From an optimization exercise on the open Yosys and OpenROAD flow, aimed at small area and a short achievable clock period; shortcuts taken in it are not production practice.
At most, simulation tests tie the RTL to the original design; equivalence was not proved.
The flow treats the clock pin as an ideal source. Dropping or thinning the clock tree relies on that and would not hold on a real chip.

== job 9000 ==
==> flow/design.v <==
module cmpshift(clk,a,b,ge_m,lt_x,ex,mx,my,sg,sx);
input clk;
input [31:0] a,b;
input ge_m,lt_x;
output reg [7:0] ex;
output reg [22:0] mx;
output reg [23:0] my;
output reg sg,sx;
wire [7:0] e1 = a[30:23];
wire [7:0] e2 = b[30:23];
wire [7:0] emax = lt_x ? e2 : e1;
wire [7:0] emin = lt_x ? e1 : e2;
wire [7:0] diff = emax - emin;
wire [2:0] d12 = e1[2:0] - e2[2:0];
wire [2:0] dl = lt_x ? 3'd0 - d12 : d12;
wire [23:0] ms = ge_m ? {1'b1,b[22:0]} : {1'b1,a[22:0]};
wire big = (|diff[7:5]) | (diff[4] & diff[3]);
wire [23:0] s1 = dl[0] ? {1'd0, ms[23:1]} : ms;
wire [23:0] s2 = dl[1] ? {2'd0, s1[23:2]} : s1;
wire [23:0] s4 = dl[2] ? {4'd0, s2[23:4]} : s2;
wire k0 = ~big & ~diff[4] & ~diff[3];
wire k8 = ~big & diff[3];
wire k16 = ~big & diff[4];
wire [23:0] sh = ({24{k0}} & s4) | ({24{k8}} & {8'd0, s4[23:8]}) | ({24{k16}} & {16'd0, s4[23:16]});
always @(posedge clk) begin
  ex <= emax + 8'h81;
  mx <= lt_x ? b[22:0] : a[22:0];
  my <= sh;
  sg <= lt_x ? b[31] : a[31];
  sx <= a[31] ^ b[31];
end
endmodule
module faddsub(clk,ex,mx,my,sg,sx,t,ex_o,sg_o);
input clk;
input [7:0] ex;
input [22:0] mx;
input [23:0] my;
input sg,sx;
output reg [23:0] t;
output reg [7:0] ex_o;
output reg sg_o;
wire [24:0] sum = {2'b01,mx} + {1'b0,my};
wire neg = sum[24] & sx;
reg [24:0] low;
integer i;
always @* begin
  low[0] = 1'b0;
  for (i = 1; i < 25; i = i + 1)
    low[i] = low[i-1] | sum[i-1];
end
wire [24:0] m = sum ^ ({25{neg}} & low);
always @(posedge clk) begin
  t <= m[24:1];
  ex_o <= ex;
  sg_o <= sg ^ neg;
end
endmodule
module buffer2(clk,t,lz,ex,sg,q);
input clk;
input [23:0] t;
input [2:0] lz;
input [7:0] ex;
input sg;
output reg [31:0] q;
wire [22:0] t4 = lz[2] ? {t[18:0],4'd0} : t[22:0];
wire [22:0] t6 = lz[1] ? {t4[20:0],2'd0} : t4;
wire [22:0] t7 = lz[0] ? {t6[21:0],1'd0} : t6;
always @(posedge clk)
  q <= {sg, ex - {5'd0,lz}, t7};
endmodule
module normalized(clk,t,ex,sg,t_o,lz_o,ex_o,sg_o);
input clk;
input [23:0] t;
input [7:0] ex;
input sg;
output reg [23:0] t_o;
output reg [2:0] lz_o;
output reg [7:0] ex_o;
output reg sg_o;
wire k16 = ~|t[23:8];
wire k0 = |t[23:16];
wire k8 = ~k0 & ~k16;
wire [23:0] t2 = ({24{k0}} & t) | ({24{k8}} & {t[15:0],8'd0}) | ({24{k16}} & {t[7:0],16'd0});
wire [2:0] lz_a, lz_b, lz_c;
lz8 u_a(.h(t[23:16]), .lz(lz_a));
lz8 u_b(.h(t[15:8]), .lz(lz_b));
lz8 u_c(.h(t[7:0]), .lz(lz_c));
wire [2:0] lz = ({3{k0}} & lz_a) | ({3{k8}} & lz_b) | ({3{k16}} & lz_c);
always @(posedge clk) begin
  t_o <= t2;
  lz_o <= lz;
  ex_o <= {ex[7:3] - {3'd0,k16,k8}, ex[2:0]};
  sg_o <= sg;
end
endmodule
module lz8(h,lz);
input [7:0] h;
output [2:0] lz;
assign lz[2] = ~|h[7:4];
assign lz[1] = lz[2] ? ~|h[3:2] : ~|h[7:6];
assign lz[0] = lz[2] ? (lz[1] ? ~h[1] : ~h[3]) : (lz[1] ? ~h[5] : ~h[7]);
endmodule
module fpadd(a,b,clk,out);
input [31:0] a,b;
input clk;
output [31:0] out;
reg [31:0] ra, rb;
reg ge_m, lt_x;
always @(posedge clk) begin
  ra <= a;
  rb <= b;
  ge_m <= a[30:23] >= b[30:23];
  lt_x <= a[30:23] < b[30:23];
end
wire [7:0] ex2;
wire [22:0] mx2;
wire [23:0] my2;
wire sg2, sx2;
cmpshift u_cmp(.clk(clk), .a(ra), .b(rb), .ge_m(ge_m), .lt_x(lt_x), .ex(ex2), .mx(mx2), .my(my2), .sg(sg2), .sx(sx2));
wire [23:0] t3;
wire [7:0] ex3;
wire sg3;
faddsub u_add(.clk(clk), .ex(ex2), .mx(mx2), .my(my2), .sg(sg2), .sx(sx2), .t(t3), .ex_o(ex3), .sg_o(sg3));
wire [23:0] t4;
wire [2:0] lz4;
wire [7:0] ex4;
wire sg4;
normalized u_norm(.clk(clk), .t(t3), .ex(ex3), .sg(sg3), .t_o(t4), .lz_o(lz4), .ex_o(ex4), .sg_o(sg4));
buffer2 u_out(.clk(clk), .t(t4), .lz(lz4), .ex(ex4), .sg(sg4), .q(out));
endmodule
==> flow/config.mk <==
export PLATFORM = sky130hd
export DESIGN_NAME = fpadd
export DESIGN_NICKNAME = fpadd
export VERILOG_FILES = /design/flow/design.v
export SDC_FILE = /design/flow/constraint.sdc
export NUM_CORES = 4
export LEC_CHECK = 0
export ABC_AREA = 1
export CAP_MARGIN = 20
export CORE_MARGIN = 2
export CORE_UTILIZATION = 60
export PLACE_DENSITY = 0.7
export SLEW_MARGIN = 20
==> flow/constraint.sdc <==
create_clock -name core_clock -period 13.0 [get_ports {clk}]
set_input_delay 2.6000 -clock core_clock [delete_from_list [all_inputs] [get_ports {clk}]]
set_output_delay 2.6000 -clock core_clock [all_outputs]
set_load 0.01 [all_outputs]
standard.sh (not shown) runs the stock make flow with config.mk's settings and CLKGATE_MAP_FILE= SYNTH_SCRIPT=/design/flow/synth_recipe.tcl, a recipe that flattens the netlist after the stock synthesis.
==> flow/flow/run.sh <==
#!/bin/bash
# Standard ORFS layout with three changes: plain buffers (not delay cells)
# on the ports (flow/place_hook.tcl); a two-level inverter clock tree in
# place of TritonCTS (flow/cts_hook.tcl); and timing repair asked to leave
# more setup slack than the clock needs, so that it buffers and sizes the
# slowest paths.
set -euo pipefail
here=$(pwd)
export PRE_GLOBAL_PLACE_TCL=$here/flow/place_hook.tcl
export SETUP_SLACK_MARGIN=9.6
export PRE_CTS_TCL=$here/flow/cts_hook.tcl
export MANTREE_LEAVES=10
bash standard.sh > standard.log 2>&1
Other scripts of this flow, unchanged in this note and not shown: flow/flow/cts_hook.tcl, flow/flow/mantree.tcl, flow/flow/place_hook.tcl
Input changes introduced in job 1502 (baseline for comparison: job 9000):
==> flow/design.v <==
module cmpshift(clk,a,b,ex,mx,my,sg,sx);
input clk;
input [31:0] a,b;
output reg [7:0] ex;
output reg [22:0] mx;
output reg [23:0] my;
output reg sg,sx;
wire [7:0] e1 = a[30:23];
wire [7:0] e2 = b[30:23];
wire [8:0] d12 = {1'b0,e1} - {1'b0,e2};
wire [7:0] d21 = e2 - e1;
wire lt = d12[8];
wire [7:0] emax = lt ? e2 : e1;
wire [7:0] diff = lt ? d21 : d12[7:0];
wire [2:0] dl = diff[2:0];
wire [23:0] ms = lt ? {1'b1,a[22:0]} : {1'b1,b[22:0]};
wire big = (|diff[7:5]) | (diff[4] & diff[3]);
wire [23:0] s1 = dl[0] ? {1'd0, ms[23:1]} : ms;
wire [23:0] s2 = dl[1] ? {2'd0, s1[23:2]} : s1;
wire [23:0] s4 = dl[2] ? {4'd0, s2[23:4]} : s2;
wire k0 = ~big & ~diff[4] & ~diff[3];
wire k8 = ~big & diff[3];
wire k16 = ~big & diff[4];
wire [23:0] sh = ({24{k0}} & s4) | ({24{k8}} & {8'd0, s4[23:8]}) | ({24{k16}} & {16'd0, s4[23:16]});
always @(posedge clk) begin
  ex <= emax + 8'h81;
  mx <= lt ? b[22:0] : a[22:0];
  my <= sh;
  sg <= lt ? b[31] : a[31];
  sx <= a[31] ^ b[31];
end
endmodule
module faddsub(clk,ex,mx,my,sg,sx,t,ex_o,sg_o);
input clk;
input [7:0] ex;
input [22:0] mx;
input [23:0] my;
input sg,sx;
output reg [23:0] t;
output reg [7:0] ex_o;
output reg sg_o;
wire [24:0] sum = {2'b01,mx} + {1'b0,my};
wire neg = sum[24] & sx;
reg [24:0] low;
integer i;
always @* begin
  low[0] = 1'b0;
  for (i = 1; i < 25; i = i + 1)
    low[i] = low[i-1] | sum[i-1];
end
wire [24:0] m = sum ^ ({25{neg}} & low);
always @(posedge clk) begin
  t <= m[24:1];
  ex_o <= ex;
  sg_o <= sg ^ neg;
end
endmodule
module buffer2(clk,t,ex,sg,q);
input clk;
input [23:0] t;
input [7:0] ex;
input sg;
output reg [31:0] q;
wire [7:0] h = t[23:16];
wire [2:0] lz;
assign lz[2] = ~|h[7:4];
assign lz[1] = lz[2] ? ~|h[3:2] : ~|h[7:6];
assign lz[0] = lz[2] ? (lz[1] ? ~h[1] : ~h[3]) : (lz[1] ? ~h[5] : ~h[7]);
wire [22:0] t4 = lz[2] ? {t[18:0],4'd0} : t[22:0];
wire [22:0] t6 = lz[1] ? {t4[20:0],2'd0} : t4;
wire [22:0] t7 = lz[0] ? {t6[21:0],1'd0} : t6;
always @(posedge clk)
  q <= {sg, ex - {5'd0,lz}, t7};
endmodule
module normalized(clk,t,ex,sg,t_o,ex_o,sg_o);
input clk;
input [23:0] t;
input [7:0] ex;
input sg;
output reg [23:0] t_o;
output reg [7:0] ex_o;
output reg sg_o;
wire k16 = ~|t[23:8];
wire k0 = |t[23:16];
wire k8 = ~k0 & ~k16;
wire [23:0] t2 = ({24{k0}} & t) | ({24{k8}} & {t[15:0],8'd0}) | ({24{k16}} & {t[7:0],16'd0});
always @(posedge clk) begin
  t_o <= t2;
  ex_o <= {ex[7:3] - {3'd0,k16,k8}, ex[2:0]};
  sg_o <= sg;
end
endmodule
module fpadd(a,b,clk,out);
input [31:0] a,b;
input clk;
output [31:0] out;
reg [31:0] ra, rb;
always @(posedge clk) begin
  ra <= a;
  rb <= b;
end
wire [7:0] ex2;
wire [22:0] mx2;
wire [23:0] my2;
wire sg2, sx2;
cmpshift u_cmp(.clk(clk), .a(ra), .b(rb), .ex(ex2), .mx(mx2), .my(my2), .sg(sg2), .sx(sx2));
wire [23:0] t3;
wire [7:0] ex3;
wire sg3;
faddsub u_add(.clk(clk), .ex(ex2), .mx(mx2), .my(my2), .sg(sg2), .sx(sx2), .t(t3), .ex_o(ex3), .sg_o(sg3));
wire [23:0] t4;
wire [7:0] ex4;
wire sg4;
normalized u_norm(.clk(clk), .t(t3), .ex(ex3), .sg(sg3), .t_o(t4), .ex_o(ex4), .sg_o(sg4));
buffer2 u_out(.clk(clk), .t(t4), .ex(ex4), .sg(sg4), .q(out));
endmodule
[summary]
Job 9000 and job 1502 ended up with nearly the same final setup slack of the worst path.
Job 1502 does worse than job 9000 on final cell area excluding filler cells.
As far as count of hold-fix buffers inserted at cts goes, job 1502 and job 9000 are indistinguishable; the numbers are identical.
Going from job 9000 to job 1502, length of routed wiring on met1 now sits higher; clock insertion delay at the later pin of the skew report now sits lower.
No functional check of the RTL was part of any run of this note. In every run of this note, the design's own scripts or RTL, not TritonCTS, make the clock network.

========
== run 1 ==
fpadd, a different RTL version from the one above (not shown whole).
Size: ~1200 cells after synthesis, ~220 flip-flops, ~9900 um^2 of cells after synthesis.
==> module cmpshift, before the edit <==
module cmpshift(clk,a,b,ge_m,lt_x,ex,mx,my,sg,sx);
input clk;
input [31:0] a,b;
input ge_m,lt_x;
output reg [7:0] ex;
output reg [22:0] mx;
output reg [23:0] my;
output reg sg,sx;
wire [7:0] e1 = a[30:23];
wire [7:0] e2 = b[30:23];
wire [7:0] emax = lt_x ? e2 : e1;
wire [7:0] emin = lt_x ? e1 : e2;
wire [7:0] diff = emax - emin;
wire [23:0] ms = ge_m ? {1'b1,b[22:0]} : {1'b1,a[22:0]};
wire big = (|diff[7:5]) | (diff[4] & diff[3]);
wire [23:0] sh = ms >> diff[4:0];
always @(posedge clk) begin
  ex <= emax + 8'h81;
  mx <= lt_x ? b[22:0] : a[22:0];
  my <= big ? 24'd0 : sh;
  sg <= lt_x ? b[31] : a[31];
  sx <= a[31] ^ b[31];
end
endmodule
==> module buffer2, before the edit <==
module buffer2(clk,t,ex,sg,q);
input clk;
input [23:0] t;
input [7:0] ex;
input sg;
output reg [31:0] q;
wire [7:0] h = t[23:16];
wire [2:0] lz;
assign lz[2] = ~|h[7:4];
assign lz[1] = lz[2] ? ~|h[3:2] : ~|h[7:6];
assign lz[0] = lz[2] ? (lz[1] ? ~h[1] : ~h[3]) : (lz[1] ? ~h[5] : ~h[7]);
wire [23:0] tn = t << lz;
always @(posedge clk)
  q <= {sg, ex - {5'd0,lz}, tn[22:0]};
endmodule
==> module normalized, before the edit <==
module normalized(clk,t,ex,sg,t_o,ex_o,sg_o);
input clk;
input [23:0] t;
input [7:0] ex;
input sg;
output reg [23:0] t_o;
output reg [7:0] ex_o;
output reg sg_o;
wire z16 = ~|t[23:8];
wire [23:0] t1 = z16 ? {t[7:0],16'd0} : t;
wire z8 = ~|t1[23:16];
wire [23:0] t2 = z8 ? {t1[15:0],8'd0} : t1;
always @(posedge clk) begin
  t_o <= t2;
  ex_o <= {ex[7:3] - {3'd0,z16,z8}, ex[2:0]};
  sg_o <= sg;
end
endmodule
clock: 13.0 ns
lec_check: 0
abc_area: 1
cap_margin: 20
core_margin: 2
core_utilization: 60
place_density: 0.7
slew_margin: 20
==> flow/flow/run.sh <==
#!/bin/bash
# Standard ORFS layout with three changes: plain buffers (not delay cells)
# on the ports (flow/place_hook.tcl); a two-level inverter clock tree in
# place of TritonCTS (flow/cts_hook.tcl); and timing repair asked to leave
# more setup slack than the clock needs, so that it buffers and sizes the
# slowest paths.
set -euo pipefail
here=$(pwd)
export PRE_GLOBAL_PLACE_TCL=$here/flow/place_hook.tcl
export SETUP_SLACK_MARGIN=9.55
export PRE_CTS_TCL=$here/flow/cts_hook.tcl
export MANTREE_LEAVES=10
bash standard.sh > standard.log 2>&1
Other scripts of this flow, unchanged in this note and not shown: flow/flow/cts_hook.tcl, flow/flow/mantree.tcl, flow/flow/place_hook.tcl
#### Input delta (run 2 over run 1)
diff --git a/flow/design.v b/flow/design.v
--- a/flow/design.v
+++ b/flow/design.v
@@ -12,13 +12,19 @@
 wire [7:0] emin = lt_x ? e1 : e2;
 wire [7:0] diff = emax - emin;
 wire [23:0] ms = ge_m ? {1'b1,b[22:0]} : {1'b1,a[22:0]};
 wire big = (|diff[7:5]) | (diff[4] & diff[3]);
-wire [23:0] sh = ms >> diff[4:0];
+wire [23:0] s1 = diff[0] ? {1'd0, ms[23:1]} : ms;
+wire [23:0] s2 = diff[1] ? {2'd0, s1[23:2]} : s1;
+wire [23:0] s4 = diff[2] ? {4'd0, s2[23:4]} : s2;
+wire k0 = ~big & ~diff[4] & ~diff[3];
+wire k8 = ~big & diff[3];
+wire k16 = ~big & diff[4];
+wire [23:0] sh = ({24{k0}} & s4) | ({24{k8}} & {8'd0, s4[23:8]}) | ({24{k16}} & {16'd0, s4[23:16]});
 always @(posedge clk) begin
   ex <= emax + 8'h81;
   mx <= lt_x ? b[22:0] : a[22:0];
-  my <= big ? 24'd0 : sh;
+  my <= sh;
   sg <= lt_x ? b[31] : a[31];
   sx <= a[31] ^ b[31];
 end
 endmodule
@@ -57,11 +63,13 @@
 wire [2:0] lz;
 assign lz[2] = ~|h[7:4];
 assign lz[1] = lz[2] ? ~|h[3:2] : ~|h[7:6];
 assign lz[0] = lz[2] ? (lz[1] ? ~h[1] : ~h[3]) : (lz[1] ? ~h[5] : ~h[7]);
-wire [23:0] tn = t << lz;
+wire [22:0] t4 = lz[2] ? {t[18:0],4'd0} : t[22:0];
+wire [22:0] t6 = lz[1] ? {t4[20:0],2'd0} : t4;
+wire [22:0] t7 = lz[0] ? {t6[21:0],1'd0} : t6;
 always @(posedge clk)
-  q <= {sg, ex - {5'd0,lz}, tn[22:0]};
+  q <= {sg, ex - {5'd0,lz}, t7};
 endmodule
 module normalized(clk,t,ex,sg,t_o,ex_o,sg_o);
 input clk;
 input [23:0] t;
@@ -69,15 +77,15 @@
 input sg;
 output reg [23:0] t_o;
 output reg [7:0] ex_o;
 output reg sg_o;
-wire z16 = ~|t[23:8];
-wire [23:0] t1 = z16 ? {t[7:0],16'd0} : t;
-wire z8 = ~|t1[23:16];
-wire [23:0] t2 = z8 ? {t1[15:0],8'd0} : t1;
+wire k16 = ~|t[23:8];
+wire k0 = |t[23:16];
+wire k8 = ~k0 & ~k16;
+wire [23:0] t2 = ({24{k0}} & t) | ({24{k8}} & {t[15:0],8'd0}) | ({24{k16}} & {t[7:0],16'd0});
 always @(posedge clk) begin
   t_o <= t2;
-  ex_o <= {ex[7:3] - {3'd0,z16,z8}, ex[2:0]};
+  ex_o <= {ex[7:3] - {3'd0,k16,k8}, ex[2:0]};
   sg_o <= sg;
 end
 endmodule
 module fpadd(a,b,clk,out);
Results
Run 2 ends up with lower worst setup slack than run 1 does.
Run 2: done, clean on timing, DRC and antenna
Run 1: all stages complete, timing, DRC and antenna checks passed
Measured against each other, run 1 and run 2 differ in slew at the pin closest to its max-slew limit, the higher figure coming from run 1.
Higher routed wire length was reported by run 2, not run 1.
Final core utilization sits higher in run 2 than in run 1.
Going from run 1 to run 2, via count of the first global-routing pass grew slightly.
NOTE: number of nets in the finished design in run 2 exceeds that of run 1
The RTL of run 2 was laid out without a check of its function. In every run of this note, the design's own scripts or RTL, not TritonCTS, make the clock network.

-- afterwards: timing with drivers on the ports --
How much do the figures lean on ideal ports? The routed layouts below were timed once more, with nothing changed but the port constraints.
Step 1 assumes that a clkbuf_16 drives the clock port and a buf_2 every other input.
Step 2 also shifts input and output timing later by t, the mid clock arrival at the registers, as if the neighbouring blocks saw the same clock.
Three values: no drivers, after step 1, after step 2; two values: the first two.
run | shift t [ns] | setup WS [ns] | hold slack, ns | worst register clock-pin slew, ns | pins driven straight from the clock port
job 9000 | 0.354 | 9.662 / 9.583 / 9.403 | 0.327 / 0.327 / 0.327 | 0.11 / 0.11 | 1
job 1502 | 0.339 | 9.661 / 9.586 / 9.838 | 0.327 / 0.327 / 0.327 | 0.10 / 0.10 | 1
run 1 | 0.338 | 9.634 / 9.561 / 9.347 | 0.334 / 0.334 / 0.334 | 0.10 / 0.10 | 1
run 2 | 0.347 | 9.631 / 9.578 / 9.330 | 0.310 / 0.310 / 0.310 | 0.10 / 0.10 | 1
After both steps setup and hold are still met in every run listed. The setup slack of run 2, which loses most, moves by -0.053 ns with the drivers and by -0.301 ns with both steps.
